From an optimization exercise on the open Yosys and OpenROAD flow, aimed at small area; shortcuts taken in it are not production practice. RTL that was checked went through simulation tests only; none was proved equivalent to the original.

==> trial 46: inputs <==
## MulRawFN
module MulRawFN(
  input         clock,
  input         reset,
  input         io_a_isNaN,
  input         io_a_isInf,
  input         io_a_isZero,
  input  [8:0]  io_a_exp,
  input  [22:0] io_a_sig,
  input         io_b_isNaN,
  input         io_b_isInf,
  input         io_b_isZero,
  input  [8:0]  io_b_exp,
  input  [22:0] io_b_sig,
  output        io_invalidExc,
  output        io_rawOut_isNaN,
  output        io_rawOut_isInf,
  output        io_rawOut_isZero,
  output [8:0]  io_rawOut_exp,
  output [22:0] io_rawOut_sig
);
clock: 8.5 ns
lec_check: 0
cap_margin: 20
core_margin: 2
core_utilization: 40
slew_margin: 20
synth_hierarchical: 1
synth_minimum_keep_size: 0
standard.sh (not shown) runs the stock make flow with config.mk's settings and CLKGATE_MAP_FILE= SYNTH_SCRIPT=/design/flow/synth_recipe.tcl, a recipe that flattens the netlist after the stock synthesis.
==> flow/flow/run.sh <==
#!/bin/bash
# Standard ORFS flow (the standard.sh, unchanged synthesis), with the port
# buffers made from buf_4 cells and power recovery (downsizing of gates with
# positive slack) after global routing.
set -euo pipefail
export BUFFER_PORTS_ARGS="-buffer_cell sky130_fd_sc_hd__buf_4"
export RECOVER_POWER=100
bash standard.sh > standard.log 2>&1
==> inputs of trial 82, as changes to trial 46 <==
==> flow/run.sh (new file) <==
#!/bin/bash
# synth_recipe.tcl (not shown) runs the flow's synth.tcl, then flattens the netlist and writes it again
# the make line also repeats each setting of config.mk as NAME=value (left out here)
make -C /OpenROAD-flow-scripts/flow DESIGN_CONFIG=/design/flow/config.mk WORK_HOME=/design/flow/orfs CLKGATE_MAP_FILE= SYNTH_SCRIPT=/design/flow/synth_recipe.tcl finish
removed: flow/flow/run.sh
removed: flow/standard.sh
==> flow_summary_export.csv <==
group,metric,value,unit
run_status,status,"complete, no violations",
placed_design,placed_cells,2126,
final_layout,clkCellAreaFrac,1.04,%
That was trial 46.
==> flow_summary_export.csv <==
group,metric,value,unit
run_status,status,"complete, no violations",
synth,synthXorXnorAreaFrac,16.9,%
placed_design,placed_cells,2208,
placed_design,numPortBuffers,106,
grt,grt_pass1_vias,13400,
routing,wl_met1,20900,µm
That was trial 82.

* * *

==> inputs of run a <==
MulRawFN, a different RTL version from the one above (not shown whole).
==> module MulRawFN, before the edit <==
module MulRawFN(
  input         clock,
  input         reset,
  input         io_a_isNaN,
  input         io_a_isInf,
  input         io_a_isZero,
  input  [8:0]  io_a_exp,
  input  [22:0] io_a_sig,
  input         io_b_isNaN,
  input         io_b_isInf,
  input         io_b_isZero,
  input  [8:0]  io_b_exp,
  input  [22:0] io_b_sig,
  output        io_invalidExc,
  output        io_rawOut_isNaN,
  output        io_rawOut_isInf,
  output        io_rawOut_isZero,
  output [8:0]  io_rawOut_exp,
  output [22:0] io_rawOut_sig
);
  wire sNaN_a = io_a_isNaN & ~io_a_isInf & ~io_a_isZero & (io_a_exp == 9'h1ff) & ~io_a_sig[22] & (io_a_sig[21:0] != 22'h0);
  wire sNaN_b = io_b_isNaN & ~io_b_isInf & ~io_b_isZero & (io_b_exp == 9'h1ff) & ~io_b_sig[22] & (io_b_sig[21:0] != 22'h0);
  wire [47:0] prod = {1'b1, io_a_sig} * {1'b1, io_b_sig};
  reg        invalidExc_reg, isNaN_reg, isInf_reg, isZero_reg;
  reg [8:0]  exp_reg;
  reg [25:0] prodHi_reg;   
  reg        stickyLo_reg;  
  always @(posedge clock) begin
    invalidExc_reg <= sNaN_a | sNaN_b | (io_a_isInf & io_b_isZero) | (io_a_isZero & io_b_isInf);
    isNaN_reg <= io_a_isNaN | io_b_isNaN;
    isInf_reg <= io_a_isInf | io_b_isInf;
    isZero_reg <= io_a_isZero | io_b_isZero;
    exp_reg <= io_a_exp + io_b_exp + 9'h101;
    prodHi_reg <= prod[47:22];
    stickyLo_reg <= |prod[21:0];
  end
  wire top = prodHi_reg[25];
  wire [22:0] preF = top ? prodHi_reg[24:2] : prodHi_reg[23:1];
  wire g    = top ? prodHi_reg[1] : prodHi_reg[0];
  wire rest = top ? (prodHi_reg[0] | stickyLo_reg) : stickyLo_reg;
  wire roundUp = g & (rest | preF[0]);
  wire [23:0] F = {1'b0, preF} + {23'h0, roundUp};
  wire [8:0] E = exp_reg + {8'h0, top | F[23]};
  assign io_invalidExc = invalidExc_reg;
  assign io_rawOut_isNaN = isNaN_reg;
  assign io_rawOut_isInf = isInf_reg;
  assign io_rawOut_isZero = isZero_reg;
  assign io_rawOut_exp = isZero_reg ? 9'h0 : E;
  assign io_rawOut_sig = isZero_reg ? 23'h0 : F[22:0];
endmodule
Settings: LEC_CHECK=0, CAP_MARGIN=20, CORE_MARGIN=2, CORE_UTILIZATION=40, SLEW_MARGIN=20; clock period 8.5 ns.
run.sh (not shown) runs the stock make flow with config.mk's settings and CLKGATE_MAP_FILE= SYNTH_SCRIPT=/design/flow/synth_recipe.tcl, a recipe that flattens the netlist after the stock synthesis.
Stock flow here: none of the scripts above is used.
==> run b (differences from run a) <==
==> flow/design.v (replaced) <==
module MulFullRawFN(
  input         clock,
  input         io_a_isNaN,
  input         io_a_isInf,
  input         io_a_isZero,
  input  [8:0]  io_a_exp,
  input  [22:0] io_a_sig,
  input         io_b_isNaN,
  input         io_b_isInf,
  input         io_b_isZero,
  input  [8:0]  io_b_exp,
  input  [22:0] io_b_sig,
  output        io_invalidExc,
  output        io_rawOut_isNaN,
  output        io_rawOut_isInf,
  output        io_rawOut_isZero,
  output [8:0]  io_rawOut_exp,
  output [47:0] io_rawOut_sig
);
  wire  notSigNaN_invalidExc = io_a_isInf & io_b_isZero | io_a_isZero & io_b_isInf;  
  wire  notNaN_isZeroOut = io_a_isZero | io_b_isZero;  
  wire [8:0] _common_expOut_T_1 = io_a_exp + io_b_exp;  
  wire [23:0] _common_sigOut_T = {1'h1,io_a_sig};  
  wire [23:0] _common_sigOut_T_1 = {1'h1,io_b_sig};  
  reg [8:0] common_expOut_reg;  
  reg [47:0] common_sigOut_reg;  
  reg  invalidExc_reg;
  reg  isNaN_reg;
  reg  isInf_reg;
  reg  isZero_reg;
  wire  _io_invalidExc_T_11 = io_a_isNaN & ~io_a_isInf & ~io_a_isZero & io_a_exp == 9'h1ff & ~io_a_sig[22] & io_a_sig[21
    :0] != 22'h0;  
  wire  _io_invalidExc_T_23 = io_b_isNaN & ~io_b_isInf & ~io_b_isZero & io_b_exp == 9'h1ff & ~io_b_sig[22] & io_b_sig[21
    :0] != 22'h0;  
  wire [8:0] _io_rawOut_exp_T_1 = common_expOut_reg + 9'h1;  
  wire [48:0] _io_rawOut_sig_T = {common_sigOut_reg, 1'h0};  
  wire [49:0] _io_rawOut_sig_T_1 = {common_sigOut_reg, 2'h0};  
  wire [8:0] _GEN_0 = common_sigOut_reg[47] ? _io_rawOut_exp_T_1 : common_expOut_reg;  
  wire [49:0] _GEN_1 = common_sigOut_reg[47] ? {{1'd0}, _io_rawOut_sig_T} : _io_rawOut_sig_T_1;  
  wire [49:0] _GEN_3 = isZero_reg ? 50'h0 : _GEN_1;  
  assign io_invalidExc = invalidExc_reg;  
  assign io_rawOut_isNaN = isNaN_reg;  
  assign io_rawOut_isInf = isInf_reg;  
  assign io_rawOut_isZero = isZero_reg;  
  assign io_rawOut_exp = isZero_reg ? 9'h0 : _GEN_0;  
  assign io_rawOut_sig = _GEN_3[47:0];
  always @(posedge clock) begin
    common_expOut_reg <= _common_expOut_T_1 - 9'hff;  
    common_sigOut_reg <= _common_sigOut_T * _common_sigOut_T_1;  
    invalidExc_reg <= _io_invalidExc_T_11 | _io_invalidExc_T_23 | notSigNaN_invalidExc;
    isNaN_reg <= io_a_isNaN | io_b_isNaN;
    isInf_reg <= io_a_isInf | io_b_isInf;
    isZero_reg <= notNaN_isZeroOut;
  end
endmodule
module MulRawFN(
  input         clock,
  input         reset,
  input         io_a_isNaN,
  input         io_a_isInf,
  input         io_a_isZero,
  input  [8:0]  io_a_exp,
  input  [22:0] io_a_sig,
  input         io_b_isNaN,
  input         io_b_isInf,
  input         io_b_isZero,
  input  [8:0]  io_b_exp,
  input  [22:0] io_b_sig,
  output        io_invalidExc,
  output        io_rawOut_isNaN,
  output        io_rawOut_isInf,
  output        io_rawOut_isZero,
  output [8:0]  io_rawOut_exp,
  output [22:0] io_rawOut_sig
);
  wire  mulFullRaw_clock;  
  wire  mulFullRaw_io_a_isNaN;  
  wire  mulFullRaw_io_a_isInf;  
  wire  mulFullRaw_io_a_isZero;  
  wire [8:0] mulFullRaw_io_a_exp;  
  wire [22:0] mulFullRaw_io_a_sig;  
  wire  mulFullRaw_io_b_isNaN;  
  wire  mulFullRaw_io_b_isInf;  
  wire  mulFullRaw_io_b_isZero;  
  wire [8:0] mulFullRaw_io_b_exp;  
  wire [22:0] mulFullRaw_io_b_sig;  
  wire  mulFullRaw_io_invalidExc;  
  wire  mulFullRaw_io_rawOut_isNaN;  
  wire  mulFullRaw_io_rawOut_isInf;  
  wire  mulFullRaw_io_rawOut_isZero;  
  wire [8:0] mulFullRaw_io_rawOut_exp;  
  wire [47:0] mulFullRaw_io_rawOut_sig;  
  wire  guardBit = mulFullRaw_io_rawOut_sig[24];  
  wire  roundBit = mulFullRaw_io_rawOut_sig[23];  
  wire  stickyBit = |mulFullRaw_io_rawOut_sig[22:0];  
  wire  leastSigBitOfResult = mulFullRaw_io_rawOut_sig[25];  
  wire  roundUp = guardBit & (roundBit | stickyBit | ~roundBit & ~stickyBit & leastSigBitOfResult);  
  wire [22:0] preRoundSig = mulFullRaw_io_rawOut_sig[47:25];  
  wire [22:0] _io_rawOut_sig_T_1 = preRoundSig + 23'h1;  
  wire  roundCarry = roundUp & (&preRoundSig);
  MulFullRawFN mulFullRaw (  
    .clock(mulFullRaw_clock),
    .io_a_isNaN(mulFullRaw_io_a_isNaN),
    .io_a_isInf(mulFullRaw_io_a_isInf),
    .io_a_isZero(mulFullRaw_io_a_isZero),
    .io_a_exp(mulFullRaw_io_a_exp),
    .io_a_sig(mulFullRaw_io_a_sig),
    .io_b_isNaN(mulFullRaw_io_b_isNaN),
    .io_b_isInf(mulFullRaw_io_b_isInf),
    .io_b_isZero(mulFullRaw_io_b_isZero),
    .io_b_exp(mulFullRaw_io_b_exp),
    .io_b_sig(mulFullRaw_io_b_sig),
    .io_invalidExc(mulFullRaw_io_invalidExc),
    .io_rawOut_isNaN(mulFullRaw_io_rawOut_isNaN),
    .io_rawOut_isInf(mulFullRaw_io_rawOut_isInf),
    .io_rawOut_isZero(mulFullRaw_io_rawOut_isZero),
    .io_rawOut_exp(mulFullRaw_io_rawOut_exp),
    .io_rawOut_sig(mulFullRaw_io_rawOut_sig)
  );
  assign io_invalidExc = mulFullRaw_io_invalidExc;  
  assign io_rawOut_isNaN = mulFullRaw_io_rawOut_isNaN;  
  assign io_rawOut_isInf = mulFullRaw_io_rawOut_isInf;  
  assign io_rawOut_isZero = mulFullRaw_io_rawOut_isZero;  
  assign io_rawOut_exp = mulFullRaw_io_rawOut_exp + {8'h0, roundCarry};  
  assign io_rawOut_sig = roundUp ? _io_rawOut_sig_T_1 : preRoundSig;  
  assign mulFullRaw_clock = clock;
  assign mulFullRaw_io_a_isNaN = io_a_isNaN;  
  assign mulFullRaw_io_a_isInf = io_a_isInf;  
  assign mulFullRaw_io_a_isZero = io_a_isZero;  
  assign mulFullRaw_io_a_exp = io_a_exp;  
  assign mulFullRaw_io_a_sig = io_a_sig;  
  assign mulFullRaw_io_b_isNaN = io_b_isNaN;  
  assign mulFullRaw_io_b_isInf = io_b_isInf;  
  assign mulFullRaw_io_b_isZero = io_b_isZero;  
  assign mulFullRaw_io_b_exp = io_b_exp;  
  assign mulFullRaw_io_b_sig = io_b_sig;  
endmodule
==> comparison table <==
metric	run b	run a
Result of the run	complete, no violations	complete, no violations
Slew at the pin closest to its max-slew limit	996 ps	954 ps
Synthesized instance count	2520	2484
Worst EP arrival	8420 ps	8540 ps
Effective utilization at floorplan	0.406	0.406
Routed wire length on met2	29800 um	29300 um
Area enclosed by the die boundary	56700 um^2	55400 um^2
Clock transition at the registers of the reported paths	50 ps	60 ps
Vias in the first global route	18.7k	18.6k
Estimated wirelength of the detail-placed design	52300 um	52400 um
Fraction of standard cell area that is sequential	0.0481	0.0313
First element of the critical path	io_a_sig[15]	io_a_sig[12]
Function was not checked in any run of this note: the RTL went through the layout flow alone.

[separate check: timing with driven ports]
Ports are ideal in the flow. The routed layouts listed here were re-timed in OpenROAD. Step 1 assumes that a clkbuf_16 drives the clock port and a buf_2 every other input. Step 2 adds t to the input delays and takes it off the output delays; t is the mean of the earliest and latest rising clock arrival at the registers after step 1. Input paths then give back, and output paths get back, about the clock's delay inside the block. Slacks: no drivers / after step 1 / after step 2; pairs: no drivers / after step 1.
run | t, ns | setup WS [ns] | worst register clock-pin slew, ns | cell pins on the clock port's net
trial 46 | 0.315 | 0.354 / 0.363 / 0.048 | 0.06 / 0.06 | 1
trial 82 | 0.321 | 0.278 / 0.295 / -0.026 | 0.06 / 0.06 | 1
run a | 0.318 | 0.169 / 0.174 / -0.143 | 0.06 / 0.06 | 1
run b | 0.365 | 0.286 / 0.301 / -0.064 | 0.06 / 0.06 | 1
Met with ideal ports but missed after step 2: setup timing in trial 82, run a and run b. For run b, which loses most, drivers alone change the setup slack by +0.015 ns; drivers and shift together by -0.350 ns.
